This is an optimization exercise on Yosys and OpenROAD, whose aim is small area, not a production implementation.
In this exercise RTL edits were held to simulation tests only and were not proved equivalent to the original.
Power and IR drop assume default switching activity.

== run 1 ==
==> module top_UART, before the edit <==
module top_UART (
	input  clk,
	input  rst,
	input  [8-1:0] status,
	input  [8-1:0] ram_dout,
	input  rx,
	output tx,
	output reg ram_we,
	output reg [8-1:0] ram_din,
	output reg [16-1:0] ram_addr,
	output reg [8-1:0] command
);
localparam [2:0] R_IDLE = 3'd0, R_START = 3'd1, R_READ = 3'd2, R_STOP = 3'd3,
                 R_RECV = 3'd4, R_ERR = 3'd5, R_WAIT1 = 3'd6, R_WAIT2 = 3'd7;
reg [2:0] rs;        
reg [9:0] rc;        
reg [8:1] rsr;       
wire r_ev_half = rc == 10'b0110001110;    
wire r_ev_bit  = rc == 10'b1100011010;    
wire r_ev_bit1 = rc == 10'b1110001101;    
wire received = rs == R_RECV;
wire [7:0] rx_byte = rsr;
always @(posedge clk) begin
	if (rst)
		rs <= R_IDLE;
	else case (rs)
		R_IDLE:  if (!rx) rs <= R_START;
		R_START: if (r_ev_half) rs <= rx ? R_ERR : R_READ;
		R_READ:  if (r_ev_bit && rsr[1]) rs <= R_STOP;
		R_STOP:  if (r_ev_bit) rs <= rx ? R_RECV : R_ERR;
		R_RECV:  rs <= R_IDLE;
		R_ERR:   rs <= R_WAIT1;
		R_WAIT1: if (r_ev_bit) rs <= R_WAIT2;
		R_WAIT2: if (r_ev_bit1) rs <= R_IDLE;
	endcase
end
always @(posedge clk) begin
	if (rs == R_IDLE || rs == R_ERR || (rs == R_START && r_ev_half) ||
	    ((rs == R_READ || rs == R_STOP || rs == R_WAIT1) && r_ev_bit))
		rc <= 10'd0;
	else
		rc <= {rc[8:0], ~(rc[9] ^ rc[6])};
	if (rs == R_START)
		rsr <= 8'h80;
	else if (rs == R_READ && r_ev_bit)
		rsr <= {rx, rsr[8:2]};
end
localparam [3:0] T_IDLE = 4'd2, T_START = 4'd7;
reg [3:0] tp;
reg [9:0] tc;        
reg [7:0] tb;        
reg       t1;        
wire is_tx  = tp != T_IDLE;
wire t_ev   = tc == 10'b1100011010;       
assign tx = tp[3] ? tb[tp[2:0]] : tp != T_START;
always @(posedge clk) begin
	if (rst)
		tp <= T_IDLE;
	else if (!is_tx) begin
		if (t1) tp <= T_START;
	end else if (t_ev)
		tp <= tp + 1'b1;
	if (!is_tx || t_ev)
		tc <= 10'd0;
	else
		tc <= {tc[8:0], ~(tc[9] ^ tc[6])};
end
localparam [3:0] IDLE = 4'd2, CHK_HEAD = 4'd5, WR_COMMAND = 4'd1, SND_PKT = 4'd7,
                 SND_HEAD = 4'd0, TRANS = 4'd4, WR_MEMORY = 4'd3, RD_MEMORY = 4'd6,
                 CALC_LNA = 4'd8,    
                 SNT_LNA = 4'd12;    
localparam [1:0] H_C = 2'd0, H_S = 2'd1, H_W = 2'd3, H_R = 2'd2;
reg [3:0]  st;
reg [1:0]  hd;       
reg [31:0] la;       
wire [15:0] len  = la[31:16];
wire [15:0] addr = la[15:0];
wire        wr = st == WR_MEMORY;
wire        rd_go = st == RD_MEMORY && !is_tx && !t1;    
wire        addr_step;                                   
wire        addr_zero;                                   
wire        addr_load = st == CALC_LNA + 4'd3 && received;
reg  [15:0] diff, addr_inc;
reg         cy, c8, c8_r, zero_lo_r, zero_hi_r, wr_r;
integer     i;
always @(*) begin
	cy = wr_r;
	for (i = 0; i < 8; i = i + 1) begin
		diff[i] = ram_addr[i] ^ ~addr[i] ^ cy;
		cy = (ram_addr[i] & ~addr[i]) | (cy & (ram_addr[i] ^ ~addr[i]));
	end
	c8 = cy;
	cy = c8_r;
	for (i = 8; i < 16; i = i + 1) begin
		diff[i] = ram_addr[i] ^ ~addr[i] ^ cy;
		cy = (ram_addr[i] & ~addr[i]) | (cy & (ram_addr[i] ^ ~addr[i]));
	end
	cy = 1'b1;       
	for (i = 0; i < 16; i = i + 1) begin
		addr_inc[i] = ram_addr[i] ^ (addr_step & cy);
		cy = cy & ram_addr[i];
	end
end
always @(posedge clk) begin
	wr_r <= wr;
	c8_r <= c8;
	zero_lo_r <= diff[7:0] == len[7:0];
	zero_hi_r <= diff[15:8] == len[15:8];
end
wire len_max = &len;
wire last = (!wr || ram_we) ? zero_lo_r && zero_hi_r : len_max;
assign addr_step = (rd_go && !last) || (wr && ram_we);
assign addr_zero = st == IDLE || (rd_go && last);
always @(posedge clk) begin
	if (rst || addr_zero)
		ram_addr <= 16'h0000;
	else if (addr_load)
		ram_addr <= {la[7:0], rx_byte};
	else
		ram_addr <= addr_inc;
end
wire [7:0] head_byte = {3'b011, hd != H_C, 1'b0, hd == H_W, 1'b1, hd != H_R};
always @(posedge clk) begin
	if (rst) begin
		st <= IDLE;
		ram_we <= 1'b0;
		t1 <= 1'b0;
		ram_din <= 8'h00;
		command <= 8'h00;
	end else begin
		casez (st)
		IDLE: begin
			ram_we <= 1'b0;
			if (is_tx) t1 <= 1'b0;
			if (received && rx_byte == 8'h70) st <= CHK_HEAD;
		end
		CHK_HEAD: if (received) begin
			case (rx_byte)
			8'h63: begin hd <= H_C; st <= WR_COMMAND; end
			8'h73: begin hd <= H_S; st <= SND_PKT; end
			8'h77:  begin hd <= H_W; st <= CALC_LNA; end
			8'h72:  begin hd <= H_R; st <= CALC_LNA; end
			default:  st <= IDLE;
			endcase
		end
		WR_COMMAND: if (received) begin
			command <= rx_byte;
			st <= SND_PKT;
		end
		SND_PKT: begin
			if (is_tx) t1 <= 1'b0;
			else if (!t1) begin
				t1 <= 1'b1;
				tb <= 8'h70;
				st <= SND_HEAD;
			end
		end
		SND_HEAD: begin
			if (is_tx) t1 <= 1'b0;
			else if (!t1) begin
				t1 <= 1'b1;
				tb <= head_byte;
				st <= TRANS;
			end
		end
		TRANS: begin
			if (is_tx) t1 <= 1'b0;
			else if (hd[1]) begin
				st <= SNT_LNA;
				t1 <= 1'b0;
			end else if (!t1) begin
				tb <= hd[0] ? status : command;
				t1 <= 1'b1;
				st <= IDLE;
			end
		end
		4'b10??: if (received) begin     
			la <= {la[23:0], rx_byte};
			if (st[1:0] == 2'd3) begin
				st <= hd[0] ? WR_MEMORY : SND_PKT;
			end else
				st <= st + 1'b1;
		end
		4'b11??: begin                   
			if (is_tx) t1 <= 1'b0;
			else if (!t1) begin
				t1 <= 1'b1;
				tb <= la[31:24];
				la <= {la[23:0], la[31:24]};
				if (st[1:0] == 2'd3)
					st <= hd[0] ? IDLE : RD_MEMORY;
				else
					st <= st + 1'b1;
			end
		end
		RD_MEMORY: begin
			if (is_tx) t1 <= 1'b0;
			else if (!t1) begin
				if (!last) begin
					t1 <= 1'b1;
					tb <= ram_dout;
				end else begin
					st <= IDLE;
				end
			end
		end
		WR_MEMORY: begin
			if (!last) begin
				if (received) begin
					ram_din <= rx_byte;
					ram_we <= 1'b1;
				end else
					ram_we <= 1'b0;
			end else begin
				ram_we <= 1'b0;
				ram_din <= 8'h00;
				st <= SND_PKT;
			end
		end
		endcase
	end
end
endmodule
Settings: LEC_CHECK=0, ABC_AREA=1, CAP_MARGIN=20, CORE_MARGIN=2, CORE_UTILIZATION=40, GPL_TIMING_DRIVEN=0, SLEW_MARGIN=20; clock period 5.0 ns.
standard.sh (not shown) runs the stock make flow with config.mk's settings and CLKGATE_MAP_FILE= SYNTH_SCRIPT=/design/flow/synth_recipe.tcl, a recipe that flattens the netlist after the stock synthesis.
==> flow/flow/run.sh <==
#!/bin/bash
# Layout flow: the standard ORFS flow (standard.sh) with three changes:
#  - synthesis maps the logic with an area-oriented ABC script (abc_area.script
#    beside this file, used through ABC_AREA=1 from config.mk); registers and
#    everything else in synthesis are as in the standard flow;
#  - each port gets a sky130_fd_sc_hd__buf_1 as its port buffer;
#  - the clock tree is built from small clock buffers, without dummy loads.
# The ORFS scripts are used from a copy in the work folder that differs only
# in abc_area.script. All tool output goes to standard.log in the work folder.
set -euo pipefail
here=$(pwd)
rm -rf "$here/orfs_scripts"
cp -r "$FLOW_HOME/scripts" "$here/orfs_scripts"
cp "$here/flow/abc_area.script" "$here/orfs_scripts/abc_area.script"
export SCRIPTS_DIR="$here/orfs_scripts"
export BUFFER_PORTS_ARGS="-buffer_cell sky130_fd_sc_hd__buf_1"
export CTS_ARGS="-sink_clustering_enable -repair_clock_nets -buf_list sky130_fd_sc_hd__clkbuf_4 -root_buf sky130_fd_sc_hd__clkbuf_8 -dont_use_dummy_load"
bash standard.sh > standard.log 2>&1
==> flow/flow/abc_area.script <==
strash
dch -f
map -a
strash
dch -f
amap
topo
The final layout from run 1, which completed every stage, passed the timing, DRC and antenna checks at the end of the flow.
Inputs modified between run 1 and run 2:
-- flow/design.v --
<<< run 1, line 78
wire [15:0] addr = la[15:0];
wire        wr = st == WR_MEMORY;
wire        rd_go = st == RD_MEMORY && !is_tx && !t1;    
wire        addr_step;                                   
wire        addr_zero;                                   
wire        addr_load = st == CALC_LNA + 4'd3 && received;
reg  [15:0] diff, addr_inc;
reg         cy, c8, c8_r, zero_lo_r, zero_hi_r, wr_r;
integer     i;
always @(*) begin
>>> run 2, line 78
wire [15:0] addr = la[15:0];
wire        wr = st == WR_MEMORY;
reg  [15:0] diff, addr_inc;
reg         cy, c8, c8_r, zero_r, wr_r;
integer     i;
always @(*) begin
<<< run 1, line 97
		cy = (ram_addr[i] & ~addr[i]) | (cy & (ram_addr[i] ^ ~addr[i]));
	end
	cy = 1'b1;       
	for (i = 0; i < 16; i = i + 1) begin
		addr_inc[i] = ram_addr[i] ^ (addr_step & cy);
		cy = cy & ram_addr[i];
	end
>>> run 2, line 93
		cy = (ram_addr[i] & ~addr[i]) | (cy & (ram_addr[i] ^ ~addr[i]));
	end
	cy = 1'b1;
	for (i = 0; i < 16; i = i + 1) begin
		addr_inc[i] = ram_addr[i] ^ cy;
		cy = cy & ram_addr[i];
	end
<<< run 1, line 106
	wr_r <= wr;
	c8_r <= c8;
	zero_lo_r <= diff[7:0] == len[7:0];
	zero_hi_r <= diff[15:8] == len[15:8];
end
wire len_max = &len;
wire last = (!wr || ram_we) ? zero_lo_r && zero_hi_r : len_max;
assign addr_step = (rd_go && !last) || (wr && ram_we);
assign addr_zero = st == IDLE || (rd_go && last);
always @(posedge clk) begin
	if (rst || addr_zero)
		ram_addr <= 16'h0000;
	else if (addr_load)
		ram_addr <= {la[7:0], rx_byte};
	else
		ram_addr <= addr_inc;
end
wire [7:0] head_byte = {3'b011, hd != H_C, 1'b0, hd == H_W, 1'b1, hd != H_R};
always @(posedge clk) begin
>>> run 2, line 102
	wr_r <= wr;
	c8_r <= c8;
	zero_r <= diff == len;
end
wire len_max = &len;
wire last = (!wr || ram_we) ? zero_r : len_max;
wire [7:0] head_byte = {3'b011, hd != H_C, 1'b0, hd == H_W, 1'b1, hd != H_R};
always @(posedge clk) begin
<<< run 1, line 126
		st <= IDLE;
		ram_we <= 1'b0;
		t1 <= 1'b0;
		ram_din <= 8'h00;
>>> run 2, line 111
		st <= IDLE;
		ram_we <= 1'b0;
		ram_addr <= 16'h0000;
		t1 <= 1'b0;
		ram_din <= 8'h00;
<<< run 1, line 133
		IDLE: begin
			ram_we <= 1'b0;
			if (is_tx) t1 <= 1'b0;
			if (received && rx_byte == 8'h70) st <= CHK_HEAD;
>>> run 2, line 119
		IDLE: begin
			ram_we <= 1'b0;
			ram_addr <= 16'h0000;
			if (is_tx) t1 <= 1'b0;
			if (received && rx_byte == 8'h70) st <= CHK_HEAD;
<<< run 1, line 179
			la <= {la[23:0], rx_byte};
			if (st[1:0] == 2'd3) begin
				st <= hd[0] ? WR_MEMORY : SND_PKT;
			end else
>>> run 2, line 166
			la <= {la[23:0], rx_byte};
			if (st[1:0] == 2'd3) begin
				ram_addr <= {la[7:0], rx_byte};
				st <= hd[0] ? WR_MEMORY : SND_PKT;
			end else
<<< run 1, line 201
					t1 <= 1'b1;
					tb <= ram_dout;
				end else begin
					st <= IDLE;
				end
>>> run 2, line 189
					t1 <= 1'b1;
					tb <= ram_dout;
					ram_addr <= addr_inc;
				end else begin
					ram_addr <= 16'h0000;
					st <= IDLE;
				end
<<< run 1, line 207
		end
		WR_MEMORY: begin
			if (!last) begin
				if (received) begin
>>> run 2, line 197
		end
		WR_MEMORY: begin
			if (ram_we) ram_addr <= addr_inc;
			if (!last) begin
				if (received) begin
==> comparison <==
Changes observed in run 2 relative to run 1: number of ordinary and repair buffers in the finished layout went down by 1.8%; number of placed I/O pins held steady; part of the power in the clock network went down. Comparing run 1 and run 2, the higher wire length is on run 2. A timing startpoint of the critical path of la[0]$_DFFE_PP_ is what run 2 shows, while st[0]$_SDFFE_PP0P_ belongs to run 1. The lower mean cell area of the mapped netlist of run 1 and run 2 is in run 1.

## port drivers added, routing unchanged
In the flow no input, the clock included, has a driving cell. The finished layouts below were timed again as built, in two steps.
Step 1: set_driving_cell puts a clkbuf_16 on clk and a buf_2 on each other input, an assumption about the parent block.
Step 2 times the ports against the registers' clock, not the clock port: input delays grow and output delays shrink by t, the midpoint of the rising clock arrivals with the driver on.
Slacks: no drivers / after step 1 / after step 2; pairs: no drivers / after step 1.
| run | t (ns) | slack for setup (ns) | hold slack, ns |
|---|---|---|---|
| run 1 | 0.439 | 0.483 / 0.483 / 0.483 | 0.401 / 0.401 / 0.401 |
| run 2 | 0.436 | 0.080 / 0.080 / 0.080 | 0.423 / 0.423 / 0.423 |
After both steps every run listed still meets setup and hold.
